Source: an optimization exercise on an open RTL-to-GDS flow (aim: small area). Production flows keep margins and buffers that such runs may drop.
Where RTL was checked, it was by simulation tests only, not by an equivalence proof against the original.
Function not checked in runs 1 and 2: the RTL went through the layout flow alone.
The clock cells of runs 1 to 6 and 8 come from the design's own scripts or RTL, not from TritonCTS.
The flow treats the clock pin as an ideal source. Dropping or thinning the clock tree relies on that and would not hold on a real chip.
No activity file was given, so power comes from the tool's default toggle rates.

<file path="flow/run.sh">
#!/bin/bash
# Standard ORFS layout with these changes:
#  - synthesis uses an area-oriented ABC script (flow/abc_area.script)
#    in place of ORFS's own, and leaves adders to ABC (no half-adder cells);
#    registers are left as the standard synthesis makes them
#  - ports are buffered with buf_1
#  - the clock tree is MANUAL_CTS_N clock buffers placed at the centres of
#    their groups of registers (flow/manual_cts.tcl) in place of TritonCTS
set -euo pipefail
W=$(pwd)
S="$W/scripts_own"
rm -rf "$S"
cp -r "$FLOW_HOME/scripts" "$S"
cp "$W/flow/abc_area.script" "$S/abc_area.script"
cp "$W/flow/manual_cts.tcl" "$S/manual_cts.tcl"
grep -q '^log_cmd clock_tree_synthesis {\*}\$cts_args$' "$S/cts.tcl"
sed -i 's|^log_cmd clock_tree_synthesis {\*}\$cts_args$|source $::env(SCRIPTS_DIR)/manual_cts.tcl\nmanual_cts $::env(MANUAL_CTS_BUF) $::env(MANUAL_CTS_N)\nset_propagated_clock [all_clocks]|' "$S/cts.tcl"
export SCRIPTS_DIR="$S"
export MANUAL_CTS_BUF=sky130_fd_sc_hd__clkbuf_8
export MANUAL_CTS_N=4
ADDER_MAP_FILE= bash standard.sh synth > "$W/synth.log" 2>&1
export BUFFER_PORTS_ARGS="-buffer_cell sky130_fd_sc_hd__buf_1"
bash standard.sh > "$W/layout.log" 2>&1
</file>
<file path="config.mk">
export PLATFORM = sky130hd
export DESIGN_NAME = SAM
export DESIGN_NICKNAME = SAM
export VERILOG_FILES = /design/flow/design.v
export SDC_FILE = /design/flow/constraint.sdc
export NUM_CORES = 4
export LEC_CHECK = 0
export ABC_AREA = 1
export CAP_MARGIN = 20
export CORE_MARGIN = 2
export CORE_UTILIZATION = 70
export SLEW_MARGIN = 20
</file>
<file path="standard.sh">
#!/bin/bash
# synth_recipe.tcl (not shown) runs the flow's synth.tcl, then flattens the netlist and writes it again
# the make line also repeats each setting of config.mk as NAME=value (left out here)
make -C /OpenROAD-flow-scripts/flow DESIGN_CONFIG=/design/flow/config.mk WORK_HOME=/design/flow/orfs CLKGATE_MAP_FILE= SYNTH_SCRIPT=/design/flow/synth_recipe.tcl "${@:-finish}"
</file>
<file path="flow/abc_area.script">
strash
dc2
&get -n
&dch -f
&nf -R 1000
&put
</file>
<file path="flow/manual_cts.tcl">
# Manual clock buffering: split the clock sinks into NBUF groups by position
# and drive each group from its own clock buffer placed at the group's centre.
proc manual_cts { bufcell nbuf } {
  set block [ord::get_db_block]
  set db [ord::get_db]
  set master [$db findMaster $bufcell]
  set bterm [$block findBTerm clk]
  set clknet [$bterm getNet]
  set sinks {}
  foreach it [$clknet getITerms] {
    set inst [$it getInst]
    set bb [$inst getBBox]
    set x [expr {([$bb xMin] + [$bb xMax]) / 2}]
    set y [expr {([$bb yMin] + [$bb yMax]) / 2}]
    lappend sinks [list $it $x $y]
  }
  set n [llength $sinks]
  # split: by x into nbuf groups (nbuf 1, 2 or 4: 4 = 2 by x then 2 by y)
  set groups [list $sinks]
  if { $nbuf >= 2 } {
    set s [lsort -integer -index 1 $sinks]
    set h [expr {$n / 2}]
    set groups [list [lrange $s 0 [expr {$h - 1}]] [lrange $s $h end]]
  }
  if { $nbuf >= 4 } {
    set g2 {}
    foreach g $groups {
      set s [lsort -integer -index 2 $g]
      set h [expr {[llength $s] / 2}]
      lappend g2 [lrange $s 0 [expr {$h - 1}]] [lrange $s $h end]
    }
    set groups $g2
  }
  set i 0
  foreach g $groups {
    set sx 0
    set sy 0
    foreach e $g {
      set sx [expr {$sx + [lindex $e 1]}]
      set sy [expr {$sy + [lindex $e 2]}]
    }
    set cx [expr {$sx / [llength $g]}]
    set cy [expr {$sy / [llength $g]}]
    set net [odb::dbNet_create $block "clknet_leaf_$i"]
    $net setSigType CLOCK
    set inst [odb::dbInst_create $block $master "clkbuf_leaf_$i"]
    foreach e $g {
      set it [lindex $e 0]
      $it disconnect
      $it connect $net
    }
    [$inst findITerm A] connect $clknet
    [$inst findITerm X] connect $net
    $inst setLocation $cx $cy
    $inst setPlacementStatus PLACED
    puts "manual_cts: $bufcell clkbuf_leaf_$i drives [llength $g] sinks at $cx $cy"
    incr i
  }
}
</file>
<file path="design.v">
module SAM (str, mode, clk, reset, msg, frame);
	input str;
	input mode;
	input clk;
	input reset;
	output [31:0] msg;
	output reg frame;
	reg [2:0] s;
	reg [5:0] p;		 
	reg [5:0] z;		 
	reg [31:0] Ac;		 
	reg [31:0] Bc;		 
	wire [2:0] n = z[2:0];
	wire st_n = (s == 3'b000);
	wire st_d = (s == 3'b001);
	wire st_c = (s == 3'b010);
	wire cfg = mode & ~s[2];
	wire clr = mode & st_n;
	wire shift = mode & (st_d | st_c);
	wire dec = ~mode & s[2];
	wire [5:0] ng;
	assign ng[0] = (n == 3'd0);
	assign ng[1] = (n == 3'd1);
	assign ng[2] = (n == 3'd2);
	assign ng[3] = (n == 3'd3);
	assign ng[4] = (n == 3'd4);
	assign ng[5] = ~(ng[0] | ng[1] | ng[2] | ng[3] | ng[4]);
	wire tap = (ng[0] & Ac[0]) | (ng[1] & Ac[1]) | (ng[2] & Ac[3]) |
		(ng[3] & Ac[7]) | (ng[4] & Ac[15]) | (ng[5] & Ac[31]);
	wire ac_in = ~str & (st_d | tap);
	wire bc_in = ~str & st_c & ~tap;
	wire [31:0] ac_sh = {Ac[30:16], Ac[15] | (st_c & ng[4]), Ac[14:8],
		Ac[7] | (st_c & ng[3]), Ac[6:4], Ac[3] | (st_c & ng[2]), Ac[2],
		Ac[1] | (st_c & ng[1]), Ac[0] | (st_c & ng[0]), ac_in};
	wire [31:0] bc_sh = {Bc[30:0], bc_in};
	wire keep = ~shift & ~clr;
	always @(posedge clk) begin
		Ac <= (ac_sh | {32{~shift}}) & (Ac | {32{~keep}});
		Bc <= (bc_sh & {32{shift}}) | (Bc & {32{keep}});
	end
	wire P = s[2] & s[1] & s[0];
	wire Q = s[2] & s[1] & ~s[0];
	assign msg = ~((~{32{Q}} | Ac) & (~{32{P}} | Bc));
	wire [4:0] need = st_n ? 5'b00011 : {ng[5], ng[5] | ng[4], ng[5] | ng[4] | ng[3], ~(ng[0] | ng[1]), ~ng[0]};
	wire last = &(p[4:0] | ~need);
	wire stop = &p[5:2];
	wire bnd = str & (z != 6'd0);
	wire shortp = (p <= 6'd8);
	wire accept = dec & ~stop & bnd & ~shortp;
	wire ob = ({z, 1'b0} <= {1'b0, p});
	wire p_clr = (cfg & last) | accept;
	wire p_inc = cfg | (dec & ~stop);
	wire z_clr = (cfg & st_c & last) | accept;
	wire z_inc = dec & ~stop & ~str;
	always @(posedge clk) begin
		if (z_clr) z <= 6'd0;
		else if (clr) z[2:0] <= {z[1:0], str};
		else if (z_inc) z <= z + 6'd1;
	end
	always @(posedge clk, negedge reset) begin
		if (!reset) begin
			s <= 3'b000;
			p <= 6'd0;
			frame <= 1'b0;
		end
		else begin
			if (p_clr) p <= 6'd0;
			else if (p_inc) p <= p + 6'd1;
			if (cfg & last) begin
				if (st_n) s <= 3'b001;
				else if (st_d) s <= 3'b010;
				else if (st_c) s <= 3'b100;
			end
			if (accept) begin
				s[1] <= s[1] | s[0];
				s[0] <= (s[1] | s[0]) ? ob : 1'b1;
			end
			if (dec & (stop | bnd)) frame <= accept;
		end
	end
endmodule
</file>
<file path="constraint.sdc">
create_clock -name core_clock -period 10.0 [get_ports {clk}]
set_input_delay 2.0000 -clock core_clock [delete_from_list [all_inputs] [get_ports {clk}]]
set_output_delay 2.0000 -clock core_clock [all_outputs]
set_load 0.01 [all_outputs]
</file>
==> results.sh, run 1 <==
export IMPL_synth_common_cells="70 x dfxtp_1, 33 x o22ai_1, 31 x a22o_1, 27 x o22a_1, 20 x nand2_1"
export IMPL_slew_viol_final=0
export IMPL_viasPerCell=6.72
export IMPL_ys_flop_type="dfxtp_1"
export IMPL_post_dp_hpwl_um=4240
export IMPL_worstPathCellList="clkinv_1, or3_2, o22ai_1, buf_1"
export IMPL_layout_min_cycle_time_ns=4.08
export IMPL_wl_per_cell_um=16.9
export IMPL_slew_headroom=0.277
export IMPL_synth_avg_cell_area_um2=10.5
export IMPL_clk_latency_ns=0.17
export IMPL_synth_area_leader_cell="dfxtp_1"
export IMPL_cpPeakStageDelay_ns=0.80
export IMPL_synth_seq_cells=80
export IMPL_synth_top_area_frac=0.463
export IMPL_seq_area_frac_synth=0.545
export IMPL_worstPathMaxFanout=32
export IMPL_dr_pass1_iters=5
export IMPL_stdcell_count=381
export IMPL_vias=2562
export IMPL_clk_pin_slew_ns=0.12
export IMPL_grt_first_pass_wirelength_um=10700
export IMPL_whs_ns=0.499
export IMPL_grt_pass1_vias=2209
export IMPL_grt_usage=0.255
export IMPL_crit_buf_inv=2
export IMPL_peakVddDrop_mv=0.156
export IMPL_final_core_utilization=0.810
export IMPL_synth_cell_types=35
export IMPL_ys_top_cells_by_area="dfxtp_1 46%, a22o_1 9.0%, dfrtp_1 8.3%"
export IMPL_cts_setup_buffers=0
export IMPL_status="timing/DRC/antenna clean"
export IMPL_critPathSlowestCell="or3_2"
export IMPL_cts_hold_buf=0
export IMPL_ioPinCount=37
export IMPL_ant_nets=0
export IMPL_die_h_um=69.8
export IMPL_placed_cells=377
export IMPL_grt_start_max_net_pins=34
export IMPL_hold_path_class="reg2reg"
export IMPL_drv_cap=0
export IMPL_busiest_layer="met2"
export IMPL_layout_worst_path_cycle_share=0.408
export IMPL_area_growth_synth_to_final_pct=9.21
export IMPL_crit_required_ns=8.00
export IMPL_initial_core_util=0.741
export IMPL_use_met2=0.407
export IMPL_num_rows=23
export IMPL_wirelength_um=6440
export IMPL_numPortBuffers=36
export IMPL_gp_congestion=0.872
export IMPL_finalSetupViolCount=0
export IMPL_critPathArrivalTime_ns=2.08
export IMPL_final_net_count=337
export IMPL_synthesis_area_um2=3030
export IMPL_antenna_found_initial=0
export IMPL_worstMarginPinSlew_ns=1.08
export IMPL_fmax_mhz=245
export IMPL_leakagePower_uw=0.00121
export IMPL_drtIter0Drc=138
export IMPL_route_detailed_drc=0
export IMPL_diodes=0
export IMPL_die_w_um=69.8
export IMPL_grt_util_met1=0.392
export IMPL_end_kind="output port"
export IMPL_cp_top_family="simple AND/OR/NAND/NOR gates"
export IMPL_core_area_um2=4090
export IMPL_drive_above_1_share=0.0302
export IMPL_finClkSkew_ns=0.0122
export IMPL_cts_resized=0
export IMPL_path_class="reg2out"
export IMPL_ys_warn_count=1
export IMPL_power_density_nw_per_um2=245
export IMPL_async_flop_share=0.125
export IMPL_worstSetupStartpointType="register"
export IMPL_rsz0062_at_grt="false"
export IMPL_netlist_instances=289
export IMPL_setup_tns_ns=0
export IMPL_grtUsageMet3=0.0131
export IMPL_hold_viol=0
export IMPL_die_area_um2=4870
export IMPL_synth_edf_count=0
export IMPL_yosys_cell_count_top_type="dfxtp_1"
export IMPL_synth_nets=293
export IMPL_grt_overflow=0
## final cells by class
class	instances	area, um^2
Multi-Input combinational cell	203	1370
Sequential cell	80	1650
Tap cell	50	62.6
Buffer	4	55.1
Timing Repair Buffer	38	150
Fill cell	269	778
Inverter	6	22.5
## kinds of logic (layout without fill, tap and decap cells)
kind of cell    count (synthesis)  count (layout)  share of synthesized area
flops                          80              80                      0.545
simple gates                   73              73                      0.119
xor+xnor                        3               3                    0.00868
compound gates                124             124                      0.310
fa+ha+maj                       3               3                    0.00991
buf+inv                         6              48                    0.00743
## registers in the layout (all words and copies together) (netlist names)
name / flops
Bc: 32
p: 6
z: 6
s: 3
frame: 1
Ac: 32
## tightest hold or removal path, delay by kind of cell, from the launching register on
family / cells / cell delay [ns]
flops: 1 / 0.35
simple gates: 1 / 0.06
compound gates: 1 / 0.06
## worst paths after layout
check                                  from                to  slack [ns]  cells past startpoint
min                           Bc[0]$_DFF_P_     Bc[0]$_DFF_P_        0.50                      2
min in group asynchronous             reset  p[2]$_DFFE_PN0P_        1.75                      1
min reg2reg                   Bc[0]$_DFF_P_     Bc[0]$_DFF_P_        0.50                      2
max in group asynchronous             reset  s[1]$_DFFE_PN0P_        7.90                      1
max reg2reg                s[1]$_DFFE_PN0P_     Ac[4]$_DFF_P_        6.90                      6
max                        s[1]$_DFFE_PN0P_            msg[1]        5.92                      4
## report_power, final
| group | internal, uW | total [uW] | switching, uW | leakage (uW) |
|---|---|---|---|---|
| clock network | 37.5 | 114 | 76.9 | 0.0000288 |
| logic | 121 | 313 | 193 | 0.000498 |
| registers | 341 | 382 | 40.3 | 0.000681 |
| total | 500 | 810 | 310 | 0.00121 |
## through the flow
stage,power (uW),setup WS (ns),instance area [um^2]
finish,810,5.92,3310
global route,855,5.80,3310
CTS,811,5.62,3300
detailed placement,701,5.47,3250
global placement,693,5.56,3240
floorplan,593,5.98,3030
## cells in the final DEF (no fill, tap or decap), drive strengths merged, types with 5 or more instances in the layout
cell and count:
dfxtp 70, nand2 20, buf 38, a22o 31
a21oi 9, nor3 10, o22ai 33, o21ai 8
o32a 5, o22a 27, clkinv 6, nor2 15
nor2b 5, dfrtp 10
## metal layers
metal,part of all wire,vias to the layer above
met2,0.46,84
met4,0.011,0
met1,0.47,1235
met3,0.056,7
li1,-,1236
met5,0,-
==> run 2: changes to the inputs <==
--- a/config.mk
+++ b/config.mk
@@ -10,3 +10,3 @@
 export CORE_MARGIN = 2
-export CORE_UTILIZATION = 70
+export CORE_UTILIZATION = 80
 export SLEW_MARGIN = 20
==> run 2 against run 1 <==
Largest power group unchanged. First-iteration DRC count is 120% higher. Global-route usage grew 8.3 points. Combinational power rose by 3%. Sequential power about the same. Critical endpoint is now msg[13]. Clock power is essentially flat. Critical path type unchanged. Cell count is 0.26% lower. Still clean on timing, DRC and antenna. Core utilization grew 9.6 points. Design area increased by 0.26%. Critical path depth stayed put.
==> results.sh, run 2 <==
export IMPL_stdcell_count=380
export IMPL_fill_cells=163
export IMPL_critPathArrivalTime_ns=2.21
export IMPL_rsz0062_at_grt="false"
export IMPL_grt_pass1_vias=2500
export IMPL_cpPeakStageDelay_ns=0.84
export IMPL_die_w_um=65.5
export IMPL_initial_core_util=0.827
export IMPL_busiest_layer="met2"
export IMPL_hold_path_class="reg2reg"
export IMPL_layout_worst_path_cycle_share=0.421
export IMPL_cts_setup_buffers=0
export IMPL_dr_pass1_iters=5
export IMPL_hold_viol=0
export IMPL_gp_congestion=0.869
export IMPL_whs_ns=0.497
export IMPL_placed_cells=375
export IMPL_numPortBuffers=36
export IMPL_multi_input_area_um2=1360
export IMPL_die_area_um2=4290
export IMPL_worstMarginPinSlew_ns=1.11
export IMPL_ys_warn_count=1
export IMPL_wirelength_um=7240
export IMPL_power_density_nw_per_um2=247
export IMPL_finalSetupViolCount=0
export IMPL_path_class="reg2out"
export IMPL_grt_start_max_net_pins=34
export IMPL_grt_overflow=0
export IMPL_crit_buf_inv=2
export IMPL_fmax_mhz=237
export IMPL_swShare=0.390
export IMPL_slew_viol_final=0
export IMPL_cts_hold_buf=0
export IMPL_finClkSkew_ns=0.00302
export IMPL_worstPathCellList="clkinv_1, or3_1, o22ai_1, buf_1"
export IMPL_reg_top3="Ac: 32 flops, Bc: 32 flops"
export IMPL_final_common_cell="dfxtp_1"
export IMPL_worstSetupStartpointType="register"
export IMPL_comb_power_share=0.394
export IMPL_worstPathMaxFanout=32
export IMPL_synthesis_area_um2=3030
export IMPL_ys_flop_type="dfxtp_1"
export IMPL_area_growth_synth_to_final_pct=9.50
export IMPL_drive_above_1_share=0.0271
export IMPL_die_h_um=65.5
export IMPL_synth_edf_count=0
export IMPL_synth_seq_cells=80
export IMPL_cts_resized=0
export IMPL_synth_nets=293
export IMPL_intPower_uw=500
export IMPL_grtUsageMet3=0.0342
export IMPL_leakagePower_uw=0.00121
export IMPL_use_met2=0.593
export IMPL_p_switching_uw=319
export IMPL_drv_cap=0
export IMPL_yosys_cell_count_top_type="dfxtp_1"
export IMPL_clk_pin_slew_ns=0.11
export IMPL_post_dp_hpwl_um=4860
export IMPL_synth_top_area_frac=0.463
export IMPL_ioPinCount=37
export IMPL_finalPower_uw=819
export IMPL_final_cell_mix="70 x dfxtp_1, 36 x buf_1, 33 x o22ai_1"
export IMPL_layout_min_cycle_time_ns=4.21
export IMPL_num_rows=22
export IMPL_final_net_count=338
export IMPL_synth_cell_types=35
export IMPL_final_core_utilization=0.906
export IMPL_clk_latency_ns=0.17
export IMPL_setup_tns_ns=0
export IMPL_critPathSlowestCell="or3_1"
export IMPL_ant_nets=0
export IMPL_diodes=0
export IMPL_synth_avg_cell_area_um2=10.5
export IMPL_seq_area_um2=1650
export IMPL_antenna_found_initial=0
export IMPL_grt_first_pass_wirelength_um=11800
export IMPL_vias=2691
export IMPL_route_detailed_drc=0
export IMPL_synth_common_cells="70 x dfxtp_1, 33 x o22ai_1, 31 x a22o_1, 27 x o22a_1, 20 x nand2_1"
export IMPL_status="timing/DRC/antenna clean"
export IMPL_drtIter0Drc=309
export IMPL_clock_power_share=0.140
export IMPL_peakVddDrop_mv=0.210
export IMPL_viasPerCell=7.08
export IMPL_seq_area_frac_synth=0.545
export IMPL_end_kind="output port"
export IMPL_ys_top_cells_by_area="dfxtp_1 46%, a22o_1 9.0%, dfrtp_1 8.3%"
export IMPL_wl_per_cell_um=19.1
export IMPL_netlist_instances=289
export IMPL_grt_usage=0.338
export IMPL_grt_util_met1=0.452
export IMPL_cp_top_family="simple AND/OR/NAND/NOR gates"
export IMPL_async_flop_share=0.125
export IMPL_crit_required_ns=8.00
export IMPL_synth_area_leader_cell="dfxtp_1"
export IMPL_slew_headroom=0.262
export IMPL_core_area_um2=3660
export IMPL_p_seq_frac=0.466
==> run 2: cell count changes in the layout (fill, tap and decap cells not counted), sizes merged <==
| cell | previous run | this run |
|---|---|---|
| buf | 38 | 39 |
==> run 2: worst paths after layout <==
kind	slack [ns]	to	startpoint	cells past startpoint
max	5.79	msg[13]	s[1]$_DFFE_PN0P_	4
min	0.50	Bc[31]$_DFF_P_	Bc[31]$_DFF_P_	1
max reg2reg	7.15	Ac[21]$_DFF_P_	s[1]$_DFFE_PN0P_	6
min reg2reg	0.50	Bc[31]$_DFF_P_	Bc[31]$_DFF_P_	1
max in group asynchronous	7.89	s[0]$_DFFE_PN0P_	reset	1
min in group asynchronous	1.76	p[1]$_DFFE_PN0P_	reset	1
==> run 2: cell families after synthesis <==
kind of cell             after synthesis  synth area share
AO/OA/AOI/OAI                        124             0.310
AND/OR/NAND/NOR                       73             0.119
XOR/XNOR                               3           0.00868
adder cells (fa/ha/maj)                3           0.00991
flip-flops                            80             0.545
buffers and inverters                  6           0.00743
==> run 2: layout make-up <==
class / count / share of cell area
Buffer: 4 / 0.0166
Multi-Input combinational cell: 203 / 0.411
Sequential cell: 80 / 0.498
Inverter: 6 / 0.00679
Tap cell: 48 / 0.0181
Timing Repair Buffer: 39 / 0.0498
==> run 2: through the flow <==
step	worst slack [ns]	cell area [um^2]
final	5.79	3320
after global routing	5.67	3320
after CTS	5.72	3300
after detailed placement	5.57	3240
after global placement	5.59	3240
after floorplan	5.98	3030
==> run 2: routing by layer <==
layer  vias to the layer above  wire length (um)
li1                       1239                 -
met1                      1315              3110
met2                       122              3590
met3                        15               434
met4                         0               103
met5                         -                 0
==> run 2: power by group through the flow <==
stage	clock [uW]	sequential (uW)	combinational, uW
after CTS	113	379	319
after global routing	124	387	352
after floorplan	0	378	216
after detailed placement	0	387	317
final	115	382	322
after global placement	0	385	303
==> run 3: changes to the inputs <==
--- a/design.v
+++ b/design.v
@@ -8,13 +8,12 @@
 	reg [2:0] s;
-	reg [5:0] p;		 
-	reg [5:0] z;		 
-	reg [31:0] Ac;		 
-	reg [31:0] Bc;		 
+	reg [5:0] p;
+	reg [5:0] z;
+	reg [31:0] Ac;
+	reg [31:0] Bc;
 	wire [2:0] n = z[2:0];
 	wire st_n = (s == 3'b000);
-	wire st_d = (s == 3'b001);
-	wire st_c = (s == 3'b010);
+	wire st_k = (s == 3'b001);
 	wire cfg = mode & ~s[2];
 	wire clr = mode & st_n;
-	wire shift = mode & (st_d | st_c);
+	wire shift = mode & st_k;
 	wire dec = ~mode & s[2];
@@ -29,8 +28,6 @@
 		(ng[3] & Ac[7]) | (ng[4] & Ac[15]) | (ng[5] & Ac[31]);
-	wire ac_in = ~str & (st_d | tap);
-	wire bc_in = ~str & st_c & ~tap;
-	wire [31:0] ac_sh = {Ac[30:16], Ac[15] | (st_c & ng[4]), Ac[14:8],
-		Ac[7] | (st_c & ng[3]), Ac[6:4], Ac[3] | (st_c & ng[2]), Ac[2],
-		Ac[1] | (st_c & ng[1]), Ac[0] | (st_c & ng[0]), ac_in};
-	wire [31:0] bc_sh = {Bc[30:0], bc_in};
+	wire [31:0] ac_sh = {Ac[30:16], Ac[15] | ng[4], Ac[14:8], Ac[7] | ng[3],
+		Ac[6:4], Ac[3] | ng[2], Ac[2], Ac[1] | ng[1], Ac[0] | ng[0],
+		~str & tap};
+	wire [31:0] bc_sh = {Bc[30:0], ~str & ~tap};
 	wire keep = ~shift & ~clr;
@@ -43,4 +40,5 @@
 	assign msg = ~((~{32{Q}} | Ac) & (~{32{P}} | Bc));
-	wire [4:0] need = st_n ? 5'b00011 : {ng[5], ng[5] | ng[4], ng[5] | ng[4] | ng[3], ~(ng[0] | ng[1]), ~ng[0]};
-	wire last = &(p[4:0] | ~need);
+	wire [5:0] need = st_n ? 6'b000011 :
+		{ng[5], ng[5] | ng[4], ~(ng[0] | ng[1] | ng[2]), ~(ng[0] | ng[1]), ~ng[0], 1'b1};
+	wire last = &(p | ~need);
 	wire stop = &p[5:2];
@@ -52,3 +50,3 @@
 	wire p_inc = cfg | (dec & ~stop);
-	wire z_clr = (cfg & st_c & last) | accept;
+	wire z_clr = (cfg & st_k & last) | accept;
 	wire z_inc = dec & ~stop & ~str;
@@ -68,7 +66,3 @@
 			else if (p_inc) p <= p + 6'd1;
-			if (cfg & last) begin
-				if (st_n) s <= 3'b001;
-				else if (st_d) s <= 3'b010;
-				else if (st_c) s <= 3'b100;
-			end
+			if (cfg & last) s <= st_n ? 3'b001 : 3'b100;
 			if (accept) begin
--- a/flow/run.sh
+++ b/flow/run.sh
@@ -18,3 +18,3 @@
 export SCRIPTS_DIR="$S"
-export MANUAL_CTS_BUF=sky130_fd_sc_hd__clkbuf_8
+export MANUAL_CTS_BUF=sky130_fd_sc_hd__buf_8
 export MANUAL_CTS_N=4
--- a/flow/manual_cts.tcl
+++ b/flow/manual_cts.tcl
@@ -1,3 +1,4 @@
-# Manual clock buffering: split the clock sinks into NBUF groups by position
-# and drive each group from its own clock buffer placed at the group's centre.
+# Manual clock buffering: split the clock sinks into nbuf groups by position
+# (repeatedly halving the largest group across its longer side) and drive
+# each group from its own clock buffer placed at the group's centre.
 proc manual_cts { bufcell nbuf } {
@@ -16,18 +17,24 @@
   }
-  set n [llength $sinks]
-  # split: by x into nbuf groups (nbuf 1, 2 or 4: 4 = 2 by x then 2 by y)
   set groups [list $sinks]
-  if { $nbuf >= 2 } {
-    set s [lsort -integer -index 1 $sinks]
-    set h [expr {$n / 2}]
-    set groups [list [lrange $s 0 [expr {$h - 1}]] [lrange $s $h end]]
-  }
-  if { $nbuf >= 4 } {
-    set g2 {}
+  while { [llength $groups] < $nbuf } {
+    # the largest group
+    set bi 0
+    set bn -1
+    set i 0
     foreach g $groups {
-      set s [lsort -integer -index 2 $g]
-      set h [expr {[llength $s] / 2}]
-      lappend g2 [lrange $s 0 [expr {$h - 1}]] [lrange $s $h end]
+      if { [llength $g] > $bn } {
+        set bn [llength $g]
+        set bi $i
+      }
+      incr i
     }
-    set groups $g2
+    set g [lindex $groups $bi]
+    set xs [lsort -integer [lmap e $g {lindex $e 1}]]
+    set ys [lsort -integer [lmap e $g {lindex $e 2}]]
+    set dx [expr {[lindex $xs end] - [lindex $xs 0]}]
+    set dy [expr {[lindex $ys end] - [lindex $ys 0]}]
+    set k [expr {$dx >= $dy ? 1 : 2}]
+    set s [lsort -integer -index $k $g]
+    set h [expr {[llength $s] / 2}]
+    set groups [lreplace $groups $bi $bi [lrange $s 0 [expr {$h - 1}]] [lrange $s $h end]]
   }
--- a/config.mk
+++ b/config.mk
@@ -8,5 +8,5 @@
 export ABC_AREA = 1
-export CAP_MARGIN = 20
+export CAP_MARGIN = 0
 export CORE_MARGIN = 2
-export CORE_UTILIZATION = 80
-export SLEW_MARGIN = 20
+export CORE_UTILIZATION = 70
+export SLEW_MARGIN = 0
==> run 3 against run 2 <==
Die area up 12%. Combinational power up 6.2%. Core utilization decreased by 9.6 points. Cell count decreased by 0.26%. Highest routed layer unchanged.
==> results.sh, run 3 <==
export IMPL_route_detailed_drc=0
export IMPL_core_area_um2=4060
export IMPL_cts_setup_buffers=0
export IMPL_synth_compound_area_frac=0.315
export IMPL_post_dp_hpwl_um=4220
export IMPL_async_flop_share=0.125
export IMPL_end_kind="register"
export IMPL_synthesis_area_um2=2990
export IMPL_synth_top_family_by_area="compound AO/OA/AOI/OAI gates"
export IMPL_synth_area_leader_cell="dfxtp_1"
export IMPL_layout_min_cycle_time_ns=4.07
export IMPL_p_seq_frac=0.474
export IMPL_antenna_found_initial=0
export IMPL_die_area_um2=4810
export IMPL_ant_nets=0
export IMPL_yosys_cell_count_top_type="dfxtp_1"
export IMPL_ioPinCount=37
export IMPL_area_growth_synth_to_final_pct=9.97
export IMPL_critPathArrivalTime_ns=4.10
export IMPL_viasPerCell=6.61
export IMPL_peakVddDrop_mv=0.177
export IMPL_drive_above_1_share=0.0304
export IMPL_seq_area_frac_synth=0.553
export IMPL_wirelength_um=6440
export IMPL_grt_pass1_vias=2391
export IMPL_clk_pin_slew_ns=0.10
export IMPL_final_common_cell="dfxtp_1"
export IMPL_clock_power_share=0.138
export IMPL_reg2reg_depth=5
export IMPL_worstMarginPinSlew_ns=1.00
export IMPL_wl_per_cell_um=17.0
export IMPL_vias=2504
export IMPL_synth_top_area_frac=0.469
export IMPL_num_rows=23
export IMPL_synth_nets=288
export IMPL_dr_pass1_iters=4
export IMPL_hold_path_class="reg2reg"
export IMPL_grt_overflow=0
export IMPL_die_w_um=69.3
export IMPL_synth_mux_area_frac=0.00335
export IMPL_grt_first_pass_wirelength_um=11100
export IMPL_cts_resized=0
export IMPL_diodes=0
export IMPL_crit_required_ns=10.02
export IMPL_worstSetupStartpointType="primary input"
export IMPL_clk_latency_ns=0.13
export IMPL_synth_common_cells="70 x dfxtp_1, 33 x o22ai_1, 31 x a22o_1, 27 x o22a_1"
export IMPL_swShare=0.389
export IMPL_fmax_mhz=246
export IMPL_status="timing/DRC/antenna clean"
export IMPL_intPower_uw=538
export IMPL_rrSetupSlack_ns=7.42
export IMPL_grt_start_max_net_pins=35
export IMPL_p_switching_uw=343
export IMPL_leakagePower_uw=0.00120
export IMPL_synthAdderAreaFrac=0
export IMPL_synth_edf_count=0
export IMPL_fill_cells=278
export IMPL_netlist_instances=284
export IMPL_reg_top3="Ac: 32 flops, Bc: 32 flops"
export IMPL_rsz0062_at_grt="false"
export IMPL_slew_headroom=0.331
export IMPL_ys_flop_type="dfxtp_1"
export IMPL_synth_avg_cell_area_um2=10.5
export IMPL_final_cell_mix="70 x dfxtp_1, 36 x buf_1, 33 x o22ai_1"
export IMPL_ys_warn_count=1
export IMPL_numPortBuffers=36
export IMPL_drv_cap=0
export IMPL_cts_hold_buf=0
export IMPL_initial_core_util=0.736
export IMPL_hold_viol=0
export IMPL_synth_xor_xnor_area_share=0.0117
export IMPL_layout_worst_path_cycle_share=0.407
export IMPL_ys_top_cells_by_area="dfxtp_1 47%, a22o_1 9.1%, dfrtp_1 8.4%"
export IMPL_setup_tns_ns=0
export IMPL_grt_usage=0.264
export IMPL_drtIter0Drc=156
export IMPL_min_path_cells=2
export IMPL_whs_ns=0.491
export IMPL_synth_simple_area_share=0.110
export IMPL_finalSetupViolCount=0
export IMPL_finClkSkew_ns=0.00654
export IMPL_final_net_count=335
export IMPL_gp_congestion=0.867
export IMPL_power_density_nw_per_um2=268
export IMPL_die_h_um=69.3
export IMPL_synth_seq_cells=80
export IMPL_slew_viol_final=0
export IMPL_path_class="in2reg"
export IMPL_worstPathMaxFanout=34
export IMPL_comb_power_share=0.388
export IMPL_synth_cell_types=34
-- run 3: stage by stage --
stage	util	instance area [um^2]	instances	power (uW)	setup slack [ns]
floorplan	-	2990	284	648	5.12
global placement	0.795	3230	375	752	5.88
detailed placement	0.795	3230	375	762	5.78
CTS	0.810	3290	379	880	5.94
global route	0.810	3290	379	940	5.74
finish	0.810	3290	379	881	5.93
-- run 3: final timing paths --
path	start	end
min	Bc[0]$_DFF_P_	Bc[0]$_DFF_P_
max in group asynchronous	reset	s[0]$_DFFE_PN0P_
min in group asynchronous	reset	p[3]$_DFFE_PN0P_
max reg2reg	s[2]$_DFFE_PN0P_	Ac[4]$_DFF_P_
min reg2reg	Bc[0]$_DFF_P_	Bc[0]$_DFF_P_
max	mode	Ac[4]$_DFF_P_
-- run 3: layout make-up --
type / instances / area (um^2) / share of cell area
sequential: 80 / 1650 / 0.503
multi-input combinational: 198 / 1320 / 0.401
timing repair buffer: 41 / 173 / 0.0526
tap: 50 / 62.6 / 0.0190
buffer: 4 / 60.1 / 0.0183
inverter: 6 / 22.5 / 0.00685
-- run 3: metal layers --
layer / wire (um) / vias up / GRT usage
met5: 0 / - / 0
li1: - / 1219 / -
met4: 57 / 0 / 0.0414
met1: 2940 / 1195 / 0.389
met3: 394 / 5 / 0.0174
met2: 3050 / 85 / 0.441
-- run 3: cell families after synthesis --
family / Yosys count
multiplexers: 1
XOR/XNOR: 4
AO/OA/AOI/OAI: 126
flip-flops: 80
buffers and inverters: 6
AND/OR/NAND/NOR: 67
-- run 3: power by group through the flow --
stage               Combinational (uW)  Sequential, uW  Clock (uW)
detailed placement                 340             422           0
global placement                   332             421           0
global route                       382             426         133
floorplan                          240             408           0
finish                             342             417         122
CTS                                341             416         123
-- run 3: worst max-delay path, cell delays in order --
cell and delay (ns):
buf_1 0.09, nor2b_1 0.24, nor2b_2 0.18, buf_4 0.33, nand2_1 0.67, o32a_1 0.58
==> run 4: changes to the inputs <==
--- a/config.mk
+++ b/config.mk
@@ -8,5 +8,5 @@
 export ABC_AREA = 1
-export CAP_MARGIN = 0
+export CAP_MARGIN = 20
 export CORE_MARGIN = 2
 export CORE_UTILIZATION = 70
-export SLEW_MARGIN = 0
+export SLEW_MARGIN = 20
==> run 4 against run 3 <==
Still clean on timing, DRC and antenna. Register-to-register slack about the same. Worst setup slack is the same. Critical path depth stayed put. Fmax is the same. Core utilization unchanged. Global-route usage did not move. Via count unchanged. First-iteration DRC count did not move. Largest power group unchanged.
==> results.sh, run 4 <==
export IMPL_ant_nets=0
export IMPL_yosys_cell_count_top_type="dfxtp_1"
export IMPL_cts_setup_buffers=0
export IMPL_peakVddDrop_mv=0.177
export IMPL_wirelength_um=6440
export IMPL_path_class="in2reg"
export IMPL_wl_per_cell_um=17.0
export IMPL_vias=2504
export IMPL_crit_required_ns=10.02
export IMPL_gp_congestion=0.867
export IMPL_cpPeakStageDelay_ns=0.67
export IMPL_grt_start_max_net_pins=35
export IMPL_layout_worst_path_cycle_share=0.407
export IMPL_synth_nets=288
export IMPL_post_dp_hpwl_um=4220
export IMPL_grt_pass1_vias=2391
export IMPL_grt_overflow=0
export IMPL_hold_path_class="reg2reg"
export IMPL_final_net_count=335
export IMPL_end_kind="register"
export IMPL_diodes=0
export IMPL_drive_above_1_share=0.0304
export IMPL_ioPinCount=37
export IMPL_final_core_utilization=0.810
export IMPL_rsz0062_at_grt="false"
export IMPL_ys_top_cells_by_area="dfxtp_1 47%, a22o_1 9.1%, dfrtp_1 8.4%"
export IMPL_ys_warn_count=1
export IMPL_viasPerCell=6.61
export IMPL_whs_ns=0.491
export IMPL_cts_resized=0
export IMPL_leakagePower_uw=0.00120
export IMPL_worstSetupStartpointType="primary input"
export IMPL_swShare=0.389
export IMPL_synth_top_area_frac=0.469
export IMPL_synth_edf_count=0
export IMPL_finalPower_uw=881
export IMPL_area_growth_synth_to_final_pct=9.97
export IMPL_initial_core_util=0.736
export IMPL_clk_pin_slew_ns=0.10
export IMPL_seq_area_frac_synth=0.553
export IMPL_worstPathMaxFanout=34
export IMPL_drv_cap=0
export IMPL_grt_usage=0.264
export IMPL_p_switching_uw=343
export IMPL_synth_common_cells="70 x dfxtp_1, 33 x o22ai_1, 31 x a22o_1, 27 x o22a_1"
export IMPL_layout_min_cycle_time_ns=4.07
export IMPL_power_density_nw_per_um2=268
export IMPL_synth_seq_cells=80
export IMPL_route_detailed_drc=0
export IMPL_cts_hold_buf=0
export IMPL_intPower_uw=538
export IMPL_slew_viol_final=0
export IMPL_final_cell_mix="70 x dfxtp_1, 36 x buf_1, 33 x o22ai_1"
export IMPL_hold_viol=0
export IMPL_slew_headroom=0.331
export IMPL_p_seq_frac=0.474
export IMPL_finalSetupViolCount=0
export IMPL_drtIter0Drc=156
export IMPL_num_rows=23
export IMPL_grt_first_pass_wirelength_um=11100
export IMPL_ys_flop_type="dfxtp_1"
export IMPL_synthesis_area_um2=2990
export IMPL_die_area_um2=4810
export IMPL_synth_area_leader_cell="dfxtp_1"
export IMPL_critPathSlowestCell="nand2_1"
export IMPL_finClkSkew_ns=0.00654
export IMPL_antenna_found_initial=0
export IMPL_clock_power_share=0.138
export IMPL_core_area_um2=4060
export IMPL_dr_pass1_iters=4
export IMPL_critPathArrivalTime_ns=4.10
export IMPL_worstMarginPinSlew_ns=1.00
export IMPL_reg_top3="Ac: 32 flops, Bc: 32 flops"
export IMPL_placed_cells=375
export IMPL_synth_cell_types=34
export IMPL_setup_tns_ns=0
export IMPL_die_h_um=69.3
export IMPL_worstPathCellList="buf_1, nor2b_1, nor2b_2, buf_4, nand2_1, o32a_1"
export IMPL_die_w_um=69.3
export IMPL_numPortBuffers=36
export IMPL_async_flop_share=0.125
export IMPL_clk_latency_ns=0.13
export IMPL_synth_avg_cell_area_um2=10.5
export IMPL_fmax_mhz=246
export IMPL_status="timing/DRC/antenna clean"
export IMPL_stdcell_count=379
export IMPL_netlist_instances=284
export IMPL_final_common_cell="dfxtp_1"
export IMPL_comb_power_share=0.388
==> run 4: layout make-up <==
class	instances	area (um^2)
plain buffers	4	60.1
repair buffers	41	173
well taps	50	62.6
multi-input cells	198	1320
flip-flops and latches	80	1650
inverters	6	22.5
fillers	278	772
==> run 4: worst paths after layout <==
kind	startpoint	endpoint	slack (ns)	cells past startpoint
worst max-delay path	mode	Ac[4]$_DFF_P_	5.93	6
worst min-delay path	Bc[0]$_DFF_P_	Bc[0]$_DFF_P_	0.49	2
worst max register to register	s[2]$_DFFE_PN0P_	Ac[4]$_DFF_P_	7.42	5
worst min register to register	Bc[0]$_DFF_P_	Bc[0]$_DFF_P_	0.49	2
max in group asynchronous	reset	s[0]$_DFFE_PN0P_	7.84	1
min in group asynchronous	reset	p[3]$_DFFE_PN0P_	1.81	1
==> run 4: power groups by stage <==
stage	clock [uW]	combinational [uW]	sequential (uW)
3_3_place_gp	0	332	421
2_1_floorplan	0	240	408
5_1_grt	133	382	426
4_1_cts	123	341	416
6_report	122	342	417
3_5_place_dp	0	340	422
==> run 4: cell families (layout without fill, tap and decap cells) <==
kind of cell    Yosys count  count (layout)  synth area share
compound gates          126             126             0.315
flops                    80              80             0.553
simple gates             67              67             0.110
buf+inv                   6              51           0.00754
xor+xnor                  4               4            0.0117
mux                       1               1           0.00335
==> run 4: metrics by stage <==
stage | setup slack, ns | cell area, um^2
global placement | 5.88 | 3230
detailed placement | 5.78 | 3230
global route | 5.74 | 3290
CTS | 5.94 | 3290
floorplan | 5.12 | 2990
finish | 5.93 | 3290
==> run 4: per-layer routing <==
layer	share of wire	routed length [um]	track usage	vias to the layer above
met2	0.47	3050	0.441	85
met1	0.46	2940	0.389	1195
met4	0.0088	57	0.0414	0
met3	0.061	394	0.0174	5
met5	0	0	0	-
li1	-	-	-	1219
==> run 4: critical path: cells and delay by family <==
kind                   cells  cell delay, ns
AOI/OAI and AO/OA          1            0.58
and+or+nand+nor            3            1.09
buffers and inverters      2            0.42
==> run 5: changes to the inputs <==
--- a/design.v
+++ b/design.v
@@ -8,4 +8,10 @@
 	reg [2:0] s;
+	localparam [2:0] SN = 3'd0;
+	localparam [2:0] SK = 3'd1;
+	localparam [2:0] S0 = 3'd2;
+	localparam [2:0] S1 = 3'd3;
+	localparam [2:0] B0 = 3'd6;
+	localparam [2:0] B1 = 3'd7;
 	reg [5:0] p;
-	reg [5:0] z;
+	reg [4:0] z;
 	reg [31:0] Ac;
@@ -13,8 +19,8 @@
 	wire [2:0] n = z[2:0];
-	wire st_n = (s == 3'b000);
-	wire st_k = (s == 3'b001);
-	wire cfg = mode & ~s[2];
+	wire st_n = (s == SN);
+	wire st_k = (s == SK);
+	wire cfg = mode & (st_n | st_k);
 	wire clr = mode & st_n;
 	wire shift = mode & st_k;
-	wire dec = ~mode & s[2];
+	wire dec = ~mode & ~(st_n | st_k);
 	wire [5:0] ng;
@@ -37,4 +43,4 @@
 	end
-	wire P = s[2] & s[1] & s[0];
-	wire Q = s[2] & s[1] & ~s[0];
+	wire P = (s == B1);
+	wire Q = (s == B0);
 	assign msg = ~((~{32{Q}} | Ac) & (~{32{P}} | Bc));
@@ -44,6 +50,6 @@
 	wire stop = &p[5:2];
-	wire bnd = str & (z != 6'd0);
+	wire bnd = str & (z != 5'd0);
 	wire shortp = (p <= 6'd8);
 	wire accept = dec & ~stop & bnd & ~shortp;
-	wire ob = ({z, 1'b0} <= {1'b0, p});
+	wire ob = ({z, 1'b0} <= p);
 	wire p_clr = (cfg & last) | accept;
@@ -51,7 +57,7 @@
 	wire z_clr = (cfg & st_k & last) | accept;
-	wire z_inc = dec & ~stop & ~str;
+	wire z_inc = dec & ~stop & ~str & ~&z;
 	always @(posedge clk) begin
-		if (z_clr) z <= 6'd0;
+		if (z_clr) z <= 5'd0;
 		else if (clr) z[2:0] <= {z[1:0], str};
-		else if (z_inc) z <= z + 6'd1;
+		else if (z_inc) z <= z + 5'd1;
 	end
@@ -59,3 +65,3 @@
 		if (!reset) begin
-			s <= 3'b000;
+			s <= SN;
 			p <= 6'd0;
@@ -66,6 +72,5 @@
 			else if (p_inc) p <= p + 6'd1;
-			if (cfg & last) s <= st_n ? 3'b001 : 3'b100;
+			if (cfg & last) s <= st_n ? SK : S0;
 			if (accept) begin
-				s[1] <= s[1] | s[0];
-				s[0] <= (s[1] | s[0]) ? ob : 1'b1;
+				s <= (s == S0) ? S1 : (ob ? B1 : B0);
 			end
==> run 5 against run 4 <==
Critical path depth decreased by 2. Global-route usage increased by 0.51 points. Largest power group unchanged. Worst setup slack improved by 0.075 ns. Fmax increased by 1.9%. First-iteration DRC count increased by 25%. Cell count decreased by 1.6%. Synthesized area decreased by 2.2%. Register-to-register slack got worse by 0.13 ns. Flip-flop and latch count decreased by 1. Still clean on timing, DRC and antenna. Largest cell class unchanged.
==> results.sh, run 5 <==
export IMPL_final_common_cell="dfxtp_1"
export IMPL_wirelength_um=6340
export IMPL_ys_flop_type="dfxtp_1"
export IMPL_cts_resized=0
export IMPL_vias=2481
export IMPL_clk_latency_ns=0.13
export IMPL_post_dp_hpwl_um=4030
export IMPL_area_growth_synth_to_final_pct=10.4
export IMPL_core_area_um2=4000
export IMPL_layout_min_cycle_time_ns=4.00
export IMPL_die_w_um=68.6
export IMPL_cpPeakStageDelay_ns=0.56
export IMPL_antenna_found_initial=0
export IMPL_grt_usage=0.270
export IMPL_final_net_count=329
export IMPL_critPathArrivalTime_ns=2.00
export IMPL_final_cell_mix="69 x dfxtp_1, 36 x buf_1, 35 x o22ai_1"
export IMPL_drive_above_1_share=0.0310
export IMPL_worstSetupStartpointType="register"
export IMPL_gp_congestion=0.867
export IMPL_cts_hold_buf=0
export IMPL_wl_per_cell_um=17.0
export IMPL_ys_warn_count=1
export IMPL_synth_avg_cell_area_um2=10.5
export IMPL_synth_seq_cells=79
export IMPL_drtIter0Drc=195
export IMPL_worstPathCellList="nand3_1, buf_4, o22ai_1, buf_1"
export IMPL_grt_overflow=0
export IMPL_layout_worst_path_cycle_share=0.400
export IMPL_path_class="reg2out"
export IMPL_initial_core_util=0.730
export IMPL_worstPathMaxFanout=17
export IMPL_route_detailed_drc=0
export IMPL_synth_common_cells="69 x dfxtp_1, 35 x o22ai_1, 31 x a22o_1, 27 x o22a_1, 16 x a21oi_1"
export IMPL_rrSetupSlack_ns=7.29
export IMPL_finalSetupViolCount=0
export IMPL_ioPinCount=37
export IMPL_critPathSlowestCell="nand3_1"
export IMPL_yosys_cell_count_top_type="dfxtp_1"
export IMPL_status="timing/DRC/antenna clean"
export IMPL_grt_start_max_net_pins=38
export IMPL_synthesis_area_um2=2920
export IMPL_slew_viol_final=0
export IMPL_die_h_um=68.6
export IMPL_hold_path_class="reg2reg"
export IMPL_worstMarginPinSlew_ns=0.724
export IMPL_worst_slack_ns=6.00
export IMPL_synth_top_area_frac=0.473
export IMPL_clk_pin_slew_ns=0.10
export IMPL_netlist_instances=278
export IMPL_viasPerCell=6.65
export IMPL_finalPower_uw=856
export IMPL_synth_cell_types=31
export IMPL_drv_cap=0
export IMPL_synth_nets=282
export IMPL_synth_area_leader_cell="dfxtp_1"
export IMPL_fmax_mhz=250
export IMPL_numPortBuffers=36
export IMPL_finClkSkew_ns=0.00766
export IMPL_dp_slack_ns=5.99
export IMPL_async_flop_share=0.127
export IMPL_peakVddDrop_mv=0.201
export IMPL_ant_nets=0
export IMPL_grt_first_pass_wirelength_um=9940
export IMPL_num_rows=23
export IMPL_rsz0062_at_grt="false"
export IMPL_slew_headroom=0.516
export IMPL_cts_setup_buffers=0
export IMPL_end_kind="output port"
export IMPL_hold_viol=0
export IMPL_final_core_utilization=0.807
export IMPL_synth_edf_count=0
export IMPL_leakagePower_uw=0.00118
export IMPL_reg_top3="Ac: 32 flops, Bc: 32 flops, p: 6 flops"
export IMPL_whs_ns=0.475
export IMPL_dr_pass1_iters=4
export IMPL_setup_tns_ns=0
export IMPL_crit_required_ns=8.00
export IMPL_die_area_um2=4710
export IMPL_ys_top_cells_by_area="dfxtp_1 47%, a22o_1 9.3%, dfrtp_1 8.6%"
export IMPL_seq_area_frac_synth=0.558
export IMPL_power_density_nw_per_um2=265
export IMPL_diodes=0
export IMPL_grt_pass1_vias=2048
run 5: final timing paths:
path                                    from                to  cells past startpoint
setup reg to reg           z[1]$_SDFFE_PP0P_  s[0]$_DFFE_PN0P_                     10
hold reg to reg                Bc[0]$_DFF_P_     Bc[0]$_DFF_P_                      2
max in group asynchronous              reset  p[2]$_DFFE_PN0P_                      1
min in group asynchronous              reset  s[0]$_DFFE_PN0P_                      1
setup / recovery            s[0]$_DFFE_PN0P_            msg[5]                      4
hold / removal                 Bc[0]$_DFF_P_     Bc[0]$_DFF_P_                      2
run 5: cell families after synthesis:
| family | Yosys count | synth area share |
|---|---|---|
| buffers and inverters | 7 | 0.00900 |
| flip-flops | 79 | 0.558 |
| AND/OR/NAND/NOR | 57 | 0.0916 |
| XOR/XNOR | 4 | 0.0120 |
| AO/OA/AOI/OAI | 131 | 0.329 |
run 5: area by class of cell:
type                    instances  area (um^2)
plain buffers                   4         60.1
fillers                       272          773
inverters                       7         26.3
multi-input cells             192         1270
flip-flops and latches         79         1630
well taps                      50         62.6
repair buffers                 41          180
run 5: power breakdown:
part	internal (uW)	switching [uW]	total, uW	leakage [uW]
sequential	339	45.3	384	0.000675
combinational	129	221	351	0.000479
clock	45.9	74.9	121	0.0000297
total	514	341	856	0.00118
run 5: critical path: cells and delay by family (launching register included):
| family | cells | cell delay [ns] |
|---|---|---|
| flops | 1 | 0.50 |
| compound gates | 1 | 0.19 |
| buf+inv | 2 | 0.61 |
| simple gates | 1 | 0.56 |
run 5: through the flow:
step | area (um^2) | cells
final | 3230 | 373
after CTS | 3210 | 372
after detailed placement | 3150 | 368
after floorplan | 2920 | 278
after global placement | 3150 | 368
after global routing | 3230 | 373
run 5: layer usage:
metal	wire length (um)	up-vias	global-route usage
met2	3050	74	0.442
met4	97	0	0.0475
met3	336	7	0.0114
li1	-	1204	-
met5	0	-	0
met1	2860	1196	0.402
==> run 6: changes to the inputs <==
--- a/config.mk
+++ b/config.mk
@@ -10,3 +10,4 @@
 export CORE_MARGIN = 2
-export CORE_UTILIZATION = 70
+export CORE_UTILIZATION = 60
+export GPL_TIMING_DRIVEN = 0
 export SLEW_MARGIN = 20
==> run 6 against run 5 <==
Still clean. First-iteration DRC count decreased by 7.7%. Cell count up 3.2%. Fmax grew 0.62%. Core utilization down 13 points. Sequential power barely moved. Critical path depth increased by 3.
==> results.sh, run 6 <==
export IMPL_status="timing/DRC/antenna clean"
export IMPL_cp_startpoint="mode"
export IMPL_fmax_mhz=252
export IMPL_synthAdderAreaFrac=0
export IMPL_synth_seq_cells=79
export IMPL_rrSetupSlack_ns=7.29
export IMPL_diodes=0
export IMPL_path_class="in2reg"
export IMPL_worstMarginPinSlew_ns=0.736
export IMPL_cts_setup_buffers=0
export IMPL_rr_startpoint="z[1]$_SDFFE_PP0P_"
export IMPL_design_area_um2=3220
export IMPL_synth_edf_count=0
export IMPL_die_area_um2=5440
export IMPL_drv_cap=0
export IMPL_synth_simple_area_share=0.0916
export IMPL_cpPeakStageDelay_ns=0.45
export IMPL_seq_area_um2=1630
export IMPL_post_dp_hpwl_um=3930
export IMPL_worstSetupStartpointType="primary input"
export IMPL_cts_resized=0
export IMPL_cp_endpoint="s[0]$_DFFE_PN0P_"
export IMPL_synth_nets=282
export IMPL_dr_pass1_iters=5
export IMPL_crit_required_ns=10.04
export IMPL_hold_viol=0
export IMPL_worstPathMaxFanout=37
export IMPL_fill_cells=398
export IMPL_numPortBuffers=36
export IMPL_ys_flop_type="dfxtp_1"
export IMPL_synthesis_area_um2=2920
export IMPL_route_detailed_drc=0
export IMPL_power_density_nw_per_um2=265
export IMPL_worstPathCellList="buf_1, nand2_2, nor3_1, nand2b_1, nor2b_1, o21ai_0, o21a_1"
export IMPL_slew_viol_final=0
export IMPL_final_core_utilization=0.681
export IMPL_slew_headroom=0.507
export IMPL_ioPinCount=37
export IMPL_end_kind="register"
export IMPL_area_growth_synth_to_final_pct=10.1
export IMPL_drive_above_1_share=0.0314
export IMPL_synth_avg_cell_area_um2=10.5
export IMPL_finClkSkew_ns=0.0109
export IMPL_netlist_instances=278
export IMPL_clk_pin_slew_ns=0.11
export IMPL_die_w_um=73.8
export IMPL_seq_area_frac_synth=0.558
export IMPL_ant_nets=0
export IMPL_synth_area_leader_cell="dfxtp_1"
export IMPL_initial_core_util=0.619
export IMPL_layout_min_cycle_time_ns=3.97
export IMPL_synth_cell_types=31
export IMPL_rsz0062_at_grt="false"
export IMPL_cts_hold_buf=0
export IMPL_viasPerCell=6.29
export IMPL_critPathSlowestCell="nor2b_1"
export IMPL_vias=2423
export IMPL_ys_top_cells_by_area="dfxtp_1 47%, a22o_1 9.3%, dfrtp_1 8.6%"
export IMPL_wirelength_um=6210
export IMPL_async_flop_share=0.127
export IMPL_dpl_cell_area_um2=3150
export IMPL_synth_top_family_by_area="compound AO/OA/AOI/OAI gates"
export IMPL_leakagePower_uw=0.00116
export IMPL_grt_first_pass_wirelength_um=10700
export IMPL_reg_top3="Ac: 32 flops, Bc: 32 flops, p: 6 flops"
export IMPL_peakVddDrop_mv=0.193
export IMPL_die_h_um=73.8
export IMPL_hold_path_class="reg2reg"
export IMPL_grt_usage=0.240
export IMPL_critPathArrivalTime_ns=4.01
export IMPL_final_net_count=324
export IMPL_layout_worst_path_cycle_share=0.397
export IMPL_reg2reg_to="s[0]$_DFFE_PN0P_"
export IMPL_final_common_cell="dfxtp_1"
export IMPL_setup_tns_ns=0
export IMPL_synth_mux_area_frac=0
export IMPL_reg2reg_depth=10
export IMPL_finalSetupViolCount=0
export IMPL_wl_per_cell_um=16.1
export IMPL_drtIter0Drc=180
export IMPL_grt_start_max_net_pins=38
export IMPL_multi_input_area_um2=1280
export IMPL_synth_common_cells="69 x dfxtp_1, 35 x o22ai_1, 31 x a22o_1, 27 x o22a_1, 16 x a21oi_1"
export IMPL_final_cell_mix="69 x dfxtp_1, 36 x buf_1, 35 x o22ai_1"
export IMPL_num_rows=25
export IMPL_synth_compound_area_frac=0.329
export IMPL_grt_overflow=0
export IMPL_synth_top_area_frac=0.473
export IMPL_grt_pass1_vias=2330
export IMPL_synth_xor_xnor_area_share=0.0120
export IMPL_core_area_um2=4720
export IMPL_gp_congestion=0.881
export IMPL_yosys_cell_count_top_type="dfxtp_1"
export IMPL_ys_warn_count=1
export IMPL_antenna_found_initial=0
export IMPL_clk_latency_ns=0.14
-- run 6: changes by cell type in the layout (fill, tap and decap cells not counted), sizes merged --
cell  previous run  this run
buf             45        40
-- run 6: routing by layer --
metal | share of wire | GRT usage | vias to the layer above
met5 | 0 | 0 | -
met4 | 0.013 | 0.0444 | 0
met3 | 0.030 | 0.0137 | 6
met2 | 0.48 | 0.435 | 43
met1 | 0.48 | 0.319 | 1184
li1 | - | - | 1190
-- run 6: critical path: cells and delay by family --
family,cells,cell delay [ns]
simple gates,4,1.55
compound gates,2,0.31
buf+inv,1,0.15
-- run 6: final cells by class --
type                       count  area share
inverter                       7     0.00817
tap                           67      0.0261
timing repair buffer          36      0.0420
sequential                    79       0.507
multi-input combinational    192       0.398
buffer                         4      0.0187
-- run 6: cell families (layout without fill, tap and decap cells) --
family	count (synthesis)	count (layout)
AO/OA/AOI/OAI	131	131
XOR/XNOR	4	4
flip-flops	79	79
buffers and inverters	7	47
AND/OR/NAND/NOR	57	57
-- run 6: how the worst min path moves through the flow --
stage,end,slack [ns],from,cells after the start
after floorplan,Bc[0]$_DFF_P_,0.45,Bc[0]$_DFF_P_,2
after global placement,Bc[0]$_DFF_P_,0.46,Bc[0]$_DFF_P_,2
after detailed placement,Bc[31]$_DFF_P_,0.46,Bc[31]$_DFF_P_,1
after CTS,Bc[31]$_DFF_P_,0.50,Bc[31]$_DFF_P_,1
after global routing,Bc[22]$_DFF_P_,0.53,Bc[21]$_DFF_P_,1
final,Bc[31]$_DFF_P_,0.50,Bc[31]$_DFF_P_,1
-- run 6: per-stage QoR --
stage / setup WS (ns) / hold slack, ns / instances / power, uW
6_report: 6.03 / 0.497 / 385 / 853
5_1_grt: 5.77 / 0.526 / 385 / 916
4_1_cts: 5.78 / 0.496 / 385 / 856
3_5_place_dp: 5.61 / 0.464 / 381 / 738
3_3_place_gp: 4.59 / 0.463 / 381 / 732
2_1_floorplan: 5.78 / 0.447 / 278 / 612
-- run 6: power breakdown --
part / switching, uW / internal (uW) / leakage, uW / total, uW
logic: 221 / 127 / 0.000458 / 348
registers: 44.1 / 339 / 0.000675 / 383
clock network: 75.8 / 45.9 / 0.0000297 / 122
total: 341 / 512 / 0.00116 / 853
==> run 7: changes to the inputs <==
--- a/config.mk
+++ b/config.mk
@@ -10,3 +10,3 @@
 export CORE_MARGIN = 2
-export CORE_UTILIZATION = 60
+export CORE_UTILIZATION = 80
 export GPL_TIMING_DRIVEN = 0
==> run 7 against run 6 <==
The run now fails in 3_3_place_gp. Synthesized area is the same. Synthesized cell count is the same.
==> results.sh, run 7 <==
export IMPL_synth_seq_cells=79
export IMPL_synth_common_cells="69 x dfxtp_1, 35 x o22ai_1, 31 x a22o_1, 27 x o22a_1, 16 x a21oi_1"
export IMPL_ioPinCount=37
export IMPL_numPortBuffers=36
export IMPL_initial_core_util=0.855
export IMPL_num_rows=21
export IMPL_synthesis_area_um2=2920
export IMPL_die_h_um=64.4
export IMPL_synth_avg_cell_area_um2=10.5
export IMPL_netlist_instances=278
export IMPL_status="did not finish"
export IMPL_ys_top_cells_by_area="dfxtp_1 47%, a22o_1 9.3%, dfrtp_1 8.6%"
export IMPL_die_w_um=64.4
export IMPL_synth_cell_types=31
export IMPL_synth_nets=282
export IMPL_ys_warn_count=1
export IMPL_stop_stage="3_3_place_gp"
export IMPL_error_line="[ERROR GPL-0301] Utilization 101.964 % exceeds 100%."
export IMPL_synth_top_area_frac=0.473
export IMPL_async_flop_share=0.127
export IMPL_synth_area_leader_cell="dfxtp_1"
export IMPL_yosys_cell_count_top_type="dfxtp_1"
export IMPL_ys_flop_type="dfxtp_1"
export IMPL_seq_area_frac_synth=0.558
export IMPL_synth_edf_count=0
run 7: logic make-up after synthesis:
logic type / Yosys count / synth area share
DFF: 79 / 0.558
buffers and inverters: 7 / 0.00900
xor gates and xnor gates: 4 / 0.0120
and+or+nand+nor: 57 / 0.0916
AOI/OAI and AO/OA: 131 / 0.329
==> run 8: changes to the inputs <==
--- a/config.mk
+++ b/config.mk
@@ -10,3 +10,3 @@
 export CORE_MARGIN = 2
-export CORE_UTILIZATION = 80
+export CORE_UTILIZATION = 70
 export GPL_TIMING_DRIVEN = 0
==> run 8 against run 7 <==
Now clean on timing, DRC and antenna. Synthesized cell count unchanged. Synthesized area unchanged.
==> results.sh, run 8 <==
export IMPL_worstPathCellList="buf_1, and2_2, nand2_1, o32a_1"
export IMPL_layout_worst_path_cycle_share=0.411
export IMPL_hold_path_class="reg2reg"
export IMPL_drive_above_1_share=0.0283
export IMPL_die_w_um=68.6
export IMPL_final_cell_mix="69 x dfxtp_1, 36 x buf_1, 35 x o22ai_1"
export IMPL_path_class="in2reg"
export IMPL_ys_flop_type="dfxtp_1"
export IMPL_clk_latency_ns=0.13
export IMPL_peakVddDrop_mv=0.189
export IMPL_worstSetupStartpointType="primary input"
export IMPL_setup_tns_ns=0
export IMPL_core_area_um2=4000
export IMPL_async_flop_share=0.127
export IMPL_cts_resized=0
export IMPL_cts_setup_buffers=0
export IMPL_synth_nets=282
export IMPL_rsz0062_at_grt="false"
export IMPL_die_area_um2=4710
export IMPL_clk_pin_slew_ns=0.10
export IMPL_slew_headroom=0.282
export IMPL_dr_pass1_iters=4
export IMPL_post_dp_hpwl_um=3960
export IMPL_leakagePower_uw=0.00116
export IMPL_drtIter0Drc=123
export IMPL_grt_usage=0.269
export IMPL_wirelength_um=6240
export IMPL_wl_per_cell_um=17.0
export IMPL_antenna_found_initial=0
export IMPL_grt_pass1_vias=2191
export IMPL_synth_seq_cells=79
export IMPL_final_common_cell="dfxtp_1"
export IMPL_finClkSkew_ns=0.00723
export IMPL_gp_congestion=0.894
export IMPL_ioPinCount=37
export IMPL_final_net_count=324
export IMPL_ys_top_cells_by_area="dfxtp_1 47%, a22o_1 9.3%, dfrtp_1 8.6%"
export IMPL_critPathSlowestCell="nand2_1"
export IMPL_ant_nets=0
export IMPL_grt_overflow=0
export IMPL_vias=2432
export IMPL_cp_top_family="simple AND/OR/NAND/NOR gates"
export IMPL_die_h_um=68.6
export IMPL_drv_cap=0
export IMPL_area_growth_synth_to_final_pct=9.25
export IMPL_diodes=0
export IMPL_viasPerCell=6.61
export IMPL_ys_warn_count=1
export IMPL_fill_cells=283
export IMPL_reg_top3="Ac: 32 flops, Bc: 32 flops, p: 6 flops"
export IMPL_synth_edf_count=0
export IMPL_synth_area_leader_cell="dfxtp_1"
export IMPL_end_kind="register"
export IMPL_crit_buf_inv=1
export IMPL_hold_viol=0
export IMPL_critPathArrivalTime_ns=4.14
export IMPL_cts_hold_buf=0
export IMPL_synth_avg_cell_area_um2=10.5
export IMPL_synth_cell_types=31
export IMPL_initial_core_util=0.730
export IMPL_numPortBuffers=36
export IMPL_grt_start_max_net_pins=38
export IMPL_route_detailed_drc=0
export IMPL_worstPathMaxFanout=33
export IMPL_seq_area_frac_synth=0.558
export IMPL_crit_required_ns=10.02
export IMPL_finalSetupViolCount=0
export IMPL_netlist_instances=278
export IMPL_slew_viol_final=0
export IMPL_layout_min_cycle_time_ns=4.11
export IMPL_num_rows=23
export IMPL_grt_first_pass_wirelength_um=9990
export IMPL_status="timing/DRC/antenna clean"
export IMPL_synth_top_area_frac=0.473
export IMPL_power_density_nw_per_um2=267
export IMPL_synthesis_area_um2=2920
export IMPL_cpPeakStageDelay_ns=0.80
export IMPL_worstMarginPinSlew_ns=1.07
export IMPL_fmax_mhz=243
export IMPL_yosys_cell_count_top_type="dfxtp_1"
export IMPL_whs_ns=0.489
export IMPL_synth_common_cells="69 x dfxtp_1, 35 x o22ai_1, 31 x a22o_1, 27 x o22a_1, 16 x a21oi_1"
## run 8: metal layers
metal / global-route usage / up-vias / share of wire / wire (um)
li1: - / 1195 / - / -
met1: 0.375 / 1181 / 0.47 / 2940
met2: 0.463 / 50 / 0.48 / 3010
met5: 0 / - / 0 / 0
met3: 0.0179 / 6 / 0.036 / 227
met4: 0.0550 / 0 / 0.011 / 66
## run 8: cell families (layout without fill, tap and decap cells)
| logic type | after synthesis | after routing | synth area share |
|---|---|---|---|
| AO/OA/AOI/OAI | 131 | 131 | 0.329 |
| XOR/XNOR | 4 | 4 | 0.0120 |
| AND/OR/NAND/NOR | 57 | 57 | 0.0916 |
| buffers and inverters | 7 | 47 | 0.00900 |
| flip-flops | 79 | 79 | 0.558 |
## run 8: final timing paths
check                      slack (ns)          endpoint  depth (start not counted)        startpoint
max                              5.89     Ac[1]$_DFF_P_                          4              mode
min                              0.49     Bc[0]$_DFF_P_                          2     Bc[0]$_DFF_P_
max in group asynchronous        7.86  p[1]$_DFFE_PN0P_                          1             reset
min in group asynchronous        1.80  s[0]$_DFFE_PN0P_                          1             reset
max reg2reg                      7.18     Ac[1]$_DFF_P_                          4  s[2]$_DFFE_PN0P_
min reg2reg                      0.49     Bc[0]$_DFF_P_                          2     Bc[0]$_DFF_P_
## run 8: layout make-up
cell class                 instances  area [um^2]  share of cell area
sequential                        79         1630               0.511
inverter                           7         26.3             0.00823
multi-input combinational        192         1280               0.400
tap                               50         62.6              0.0196
buffer                             4         60.1              0.0188
timing repair buffer              36          135              0.0423
## run 8: where the power goes
part | leakage, uW | internal, uW | switching, uW | total (uW)
sequential | 0.000675 | 339 | 43.9 | 383
combinational | 0.000457 | 127 | 221 | 349
clock | 0.0000297 | 45.9 | 74.3 | 120
total | 0.00116 | 512 | 340 | 852
## run 8: worst register-to-register path, stage by stage (launching register included)
cell and delay, ns:
dfrtp_1 0.45, nor2_1 0.24, and2_2 0.61, nand2_1 0.80, o32a_1 0.61
## run 8: per-stage QoR
stage	instances	instance area (um^2)	power, uW	setup slack [ns]	util
2_1_floorplan	278	2920	612	5.78	-
3_3_place_gp	364	3120	728	4.76	0.780
3_5_place_dp	364	3130	736	5.78	0.782
4_1_cts	368	3190	852	5.85	0.797
5_1_grt	368	3190	909	5.69	0.798
6_report	368	3190	852	5.89	0.798

[re-timing with driven ports]
Ports are ideal in the flow. The routed layouts listed here were re-timed in OpenROAD.
Step 1, drivers: a clkbuf_16 drives clk and a buf_2 each remaining input, both assumed.
Step 2 also shifts input and output timing later by t, the mid clock arrival at the registers, as if the neighbouring blocks saw the same clock.
a / b / c = no drivers / after step 1 / after step 2; a / b = the first two.
run | t, ns | slack for setup (ns) | worst setup path at the end | clock arrival spread, ns | worst register clock-pin slew, ns
run 1 | 0.227 | 5.924 / 5.865 / 5.899 | input to register | 0.014 / 0.015 | 0.12 / 0.12
run 2 | 0.218 | 5.786 / 5.734 / 5.952 | register to output | 0.003 / 0.004 | 0.11 / 0.11
run 3 | 0.198 | 5.927 / 5.967 / 5.770 | input to register | 0.007 / 0.007 | 0.10 / 0.10
run 4 | 0.198 | 5.927 / 5.967 / 5.770 | input to register | 0.007 / 0.007 | 0.10 / 0.10
run 5 | 0.203 | 6.002 / 5.928 / 6.076 | input to register | 0.008 / 0.007 | 0.10 / 0.10
run 6 | 0.203 | 6.027 / 6.025 / 5.874 | input to register | 0.012 / 0.012 | 0.11 / 0.11
run 8 | 0.197 | 5.885 / 5.932 / 5.735 | input to register | 0.009 / 0.009 | 0.10 / 0.10
After both steps every run listed still meets setup and hold.
